Source: an optimization exercise on an open RTL-to-GDS flow (aim: small area and a short achievable clock period). Production flows keep margins and buffers that such runs may drop.
In this exercise RTL edits were held to simulation tests only and were not proved equivalent to the original.

==> flow/design.v (excerpt) <==
module fir(
	input			clk_100k,
	input			rst_n,
	input 	signed [8:0]	samp_in,
	output 	signed [8:0]	fir_out
);
reg [8:0] x0, x1, x2, x3, x4, x5, x6, x7, x8, x9, x10, x11, x12, x13, x14, x15, x16, x17;
  ...
For scale: about 1,600 cells after synthesis, about 260 flip-flops, ~20 I/O pins.
Settings: LEC_CHECK=0, CAP_MARGIN=20, CORE_MARGIN=2, CORE_UTILIZATION=65, CTS_BUF_LIST=sky130_fd_sc_hd__clkbuf_4 sky130_fd_sc_hd__clkbuf_8, SLEW_MARGIN=20, SYNTH_HIERARCHICAL=1, SYNTH_MINIMUM_KEEP_SIZE=0; clock period 16.0 ns.
standard.sh (not shown) runs the stock make flow with config.mk's settings and CLKGATE_MAP_FILE= SYNTH_SCRIPT=/design/flow/synth_recipe.tcl, a recipe that flattens the netlist after the stock synthesis.
==> flow/flow/run.sh <==
#!/bin/bash
# The standard layout (standard.sh), with repair_timing asked to keep a setup margin:
# the constraints are unchanged, the margin only makes the timing repair work harder.
set -euo pipefail
MARGIN=${MARGIN:-11.5}
sed "s|\"\${@:-finish}\"|SETUP_SLACK_MARGIN=$MARGIN \"\${@:-finish}\"|" standard.sh > margin.sh
grep -q "SETUP_SLACK_MARGIN=$MARGIN" margin.sh
bash margin.sh > layout.log 2>&1
==> next run, changes <==
--- a/flow/flow/run.sh
+++ b/flow/flow/run.sh
@@ -3,5 +3,5 @@
 # the constraints are unchanged, the margin only makes the timing repair work harder.
 set -euo pipefail
-MARGIN=${MARGIN:-11.5}
+MARGIN=${MARGIN:-11}
 sed "s|\"\${@:-finish}\"|SETUP_SLACK_MARGIN=$MARGIN \"\${@:-finish}\"|" standard.sh > margin.sh
 grep -q "SETUP_SLACK_MARGIN=$MARGIN" margin.sh
Result: Wire length is lower by 2.7%. Sequential cell count is unchanged. Clock-buffer cell count goes up by 1. Maximum frequency went up by 1.3%. Global-route usage falls by 1.2 points.
==> next run, changes <==
Settings changed: CTS_BUF_LIST sky130_fd_sc_hd__clkbuf_4 sky130_fd_sc_hd__clkbuf_8 to sky130_fd_sc_hd__clkbuf_8 sky130_fd_sc_hd__clkbuf_16, CTS_CLUSTER_DIAMETER from default to 80, CTS_CLUSTER_SIZE from default to 30.
Result:
- die area does not change
- count of clock-buffer cells in the layout went down by 53
- wire length went down by 1.4%
==> next run, changes <==
Settings changed: CTS_CLUSTER_DIAMETER 80 to 60, CTS_CLUSTER_SIZE 30 to 20, TNS_END_PERCENT from default to 10.
Critical path depth increases by 3.
Die area stays the same.
Final cell count decreases by 1.5%.
First-iteration DRC count decreases by 13%.

* * *

Another version of the RTL of fir (not shown whole).
For scale: ~1500 cells after synthesis, roughly 250 flip-flops, about 20 I/O pins, ~0.022 mm2 of cells after synthesis.
==> flow/design.v (excerpt) <==
module fir(
	input			clk_100k,
	input			rst_n,
	input 	signed [8:0]	samp_in,
	output 	signed [8:0]	fir_out
);
reg [8:0] x0, x1, x2, x3, x4, x5, x6, x7, x8, x9, x10, x11, x12, x13, x14, x15, x16, x17;
  ...
export LEC_CHECK = 0
export CAP_MARGIN = 20
export CORE_MARGIN = 2
export CORE_UTILIZATION = 65
export CTS_BUF_LIST = sky130_fd_sc_hd__clkbuf_8
export CTS_CLUSTER_DIAMETER = 60
export CTS_CLUSTER_SIZE = 20
export SLEW_MARGIN = 20
export SYNTH_HIERARCHICAL = 1
export SYNTH_MINIMUM_KEEP_SIZE = 0
export TNS_END_PERCENT = 10
create_clock -name core_clock -period 16.0 [get_ports {clk_100k}]
==> flow/flow/run.sh <==
#!/bin/bash
# The standard layout (standard.sh), with repair_timing asked to keep a setup margin:
# the constraints are unchanged, the margin only makes the timing repair work harder.
set -euo pipefail
MARGIN=${MARGIN:-11}
sed "s|\"\${@:-finish}\"|SETUP_SLACK_MARGIN=$MARGIN \"\${@:-finish}\"|" standard.sh > margin.sh
grep -q "SETUP_SLACK_MARGIN=$MARGIN" margin.sh
bash margin.sh > layout.log 2>&1
The starting point ran to the end with no violations.
Next try:
--- a/flow/flow/run.sh
+++ b/flow/flow/run.sh
@@ -3,5 +3,5 @@
 # the constraints are unchanged, the margin only makes the timing repair work harder.
 set -euo pipefail
-MARGIN=${MARGIN:-11}
+MARGIN=${MARGIN:-10.5}
 sed "s|\"\${@:-finish}\"|SETUP_SLACK_MARGIN=$MARGIN \"\${@:-finish}\"|" standard.sh > margin.sh
 grep -q "SETUP_SLACK_MARGIN=$MARGIN" margin.sh
--- a/flow/config.mk
+++ b/flow/config.mk
@@ -11,5 +11,5 @@
 export CTS_BUF_LIST = sky130_fd_sc_hd__clkbuf_8
 export CTS_CLUSTER_DIAMETER = 60
-export CTS_CLUSTER_SIZE = 20
+export CTS_CLUSTER_SIZE = 16
 export SLEW_MARGIN = 20
 export SYNTH_HIERARCHICAL = 1
What happened: The new run ran to the end with no violations; utilization drops by 2.1 points; area after synthesis is unchanged; worst setup slack loses 0.21 ns; via count goes down slightly; non-clock buffer count fell by 46; wire length falls by a few percent; fmax drops by a few percent; worst hold slack hardly moves; clock skew decreases by 0.010 ns.
Next try:
--- a/flow/flow/run.sh
+++ b/flow/flow/run.sh
@@ -3,5 +3,5 @@
 # the constraints are unchanged, the margin only makes the timing repair work harder.
 set -euo pipefail
-MARGIN=${MARGIN:-10.5}
+MARGIN=${MARGIN:-11}
 sed "s|\"\${@:-finish}\"|SETUP_SLACK_MARGIN=$MARGIN \"\${@:-finish}\"|" standard.sh > margin.sh
 grep -q "SETUP_SLACK_MARGIN=$MARGIN" margin.sh
--- a/flow/config.mk
+++ b/flow/config.mk
@@ -8,8 +8,8 @@
 export CAP_MARGIN = 20
 export CORE_MARGIN = 2
-export CORE_UTILIZATION = 65
+export CORE_UTILIZATION = 75
 export CTS_BUF_LIST = sky130_fd_sc_hd__clkbuf_8
 export CTS_CLUSTER_DIAMETER = 60
-export CTS_CLUSTER_SIZE = 16
+export CTS_CLUSTER_SIZE = 20
 export SLEW_MARGIN = 20
 export SYNTH_HIERARCHICAL = 1
The changed run finished with timing, DRC and antenna clean.
Synthesized area does not change.
Register-to-register slack gets better by 0.26 ns.
Routed wire length rises by about 8%.
Design area goes up by 2.3%.
Clock-buffer cell count drops by 4.
Final cell count shrinks by about 1.4%.
Via count increases by 7.0%.
Next try:
--- a/flow/flow/run.sh
+++ b/flow/flow/run.sh
@@ -3,5 +3,5 @@
 # the constraints are unchanged, the margin only makes the timing repair work harder.
 set -euo pipefail
-MARGIN=${MARGIN:-11}
+MARGIN=${MARGIN:-11.3}
 sed "s|\"\${@:-finish}\"|SETUP_SLACK_MARGIN=$MARGIN \"\${@:-finish}\"|" standard.sh > margin.sh
 grep -q "SETUP_SLACK_MARGIN=$MARGIN" margin.sh
--- a/flow/config.mk
+++ b/flow/config.mk
@@ -8,8 +8,8 @@
 export CAP_MARGIN = 20
 export CORE_MARGIN = 2
-export CORE_UTILIZATION = 75
+export CORE_UTILIZATION = 65
 export CTS_BUF_LIST = sky130_fd_sc_hd__clkbuf_8
 export CTS_CLUSTER_DIAMETER = 60
-export CTS_CLUSTER_SIZE = 20
+export CTS_CLUSTER_SIZE = 16
 export SLEW_MARGIN = 20
 export SYNTH_HIERARCHICAL = 1
The new run completed with no timing, DRC or antenna violations. Synthesized cell count stays the same. Clock-buffer cell count grows by 2. Sequential share of layout area drops by 0.32 points. Synthesized area stays the same.
Next try:
==> flow/run.sh (new file) <==
#!/bin/bash
# synth_recipe.tcl (not shown) runs the flow's synth.tcl, then flattens the netlist and writes it again
# the make line also repeats each setting of config.mk as NAME=value (left out here)
make -C /OpenROAD-flow-scripts/flow DESIGN_CONFIG=/design/flow/config.mk WORK_HOME=/design/flow/orfs CLKGATE_MAP_FILE= SYNTH_SCRIPT=/design/flow/synth_recipe.tcl finish
removed: flow/flow/run.sh
removed: flow/standard.sh
What happened: Die area does not change. Synthesized area is unchanged. Global-route usage shrinks by 0.80 points. Routed wire length shrinks by 5.2%. Design area shrinks by 4.3%. Worst hold slack stays flat. Via count shrinks by 3.3%. Utilization shrinks by 3.2 points.

what the ideal ports hide:
The flow's constraints put no driver on any port. The routed layouts listed below were extracted and timed again, unchanged, in two steps.
Step 1, drivers: a clkbuf_16 drives clk_100k and a buf_2 each remaining input, both assumed.
Step 2 adds t to the input delays and takes it off the output delays; t is the mean of the earliest and latest rising clock arrival at the registers after step 1. Input paths then give back, and output paths get back, about the clock's delay inside the block.
a / b / c = ideal ports / drivers / drivers and shift; a / b = the first two.
run | shift t [ns] | slack for setup (ns) | pins driven straight from the clock port
the first run of note 1 | 0.680 | 10.579 / 10.580 / 9.900 | 1
the second run of note 1 | 0.676 | 10.646 / 10.646 / 10.042 | 1
the third run of note 1 | 0.580 | 10.597 / 10.600 / 10.020 | 1
the fourth run of note 1 | 0.589 | 10.580 / 10.580 / 10.016 | 1
the first run of note 2 | 0.675 | 10.625 / 10.623 / 9.948 | 1
the second run of note 2 | 0.671 | 10.411 / 10.411 / 9.794 | 1
the third run of note 2 | 0.651 | 10.606 / 10.604 / 9.953 | 1
the fourth run of note 2 | 0.664 | 10.674 / 10.678 / 10.014 | 1
the fifth run of note 2 | 0.664 | 9.836 / 9.862 / 9.198 | 1
After both steps setup and hold are still met in every run listed. For the first run of note 1, which loses most, drivers alone change the setup slack by +0.001 ns; drivers and shift together by -0.679 ns.
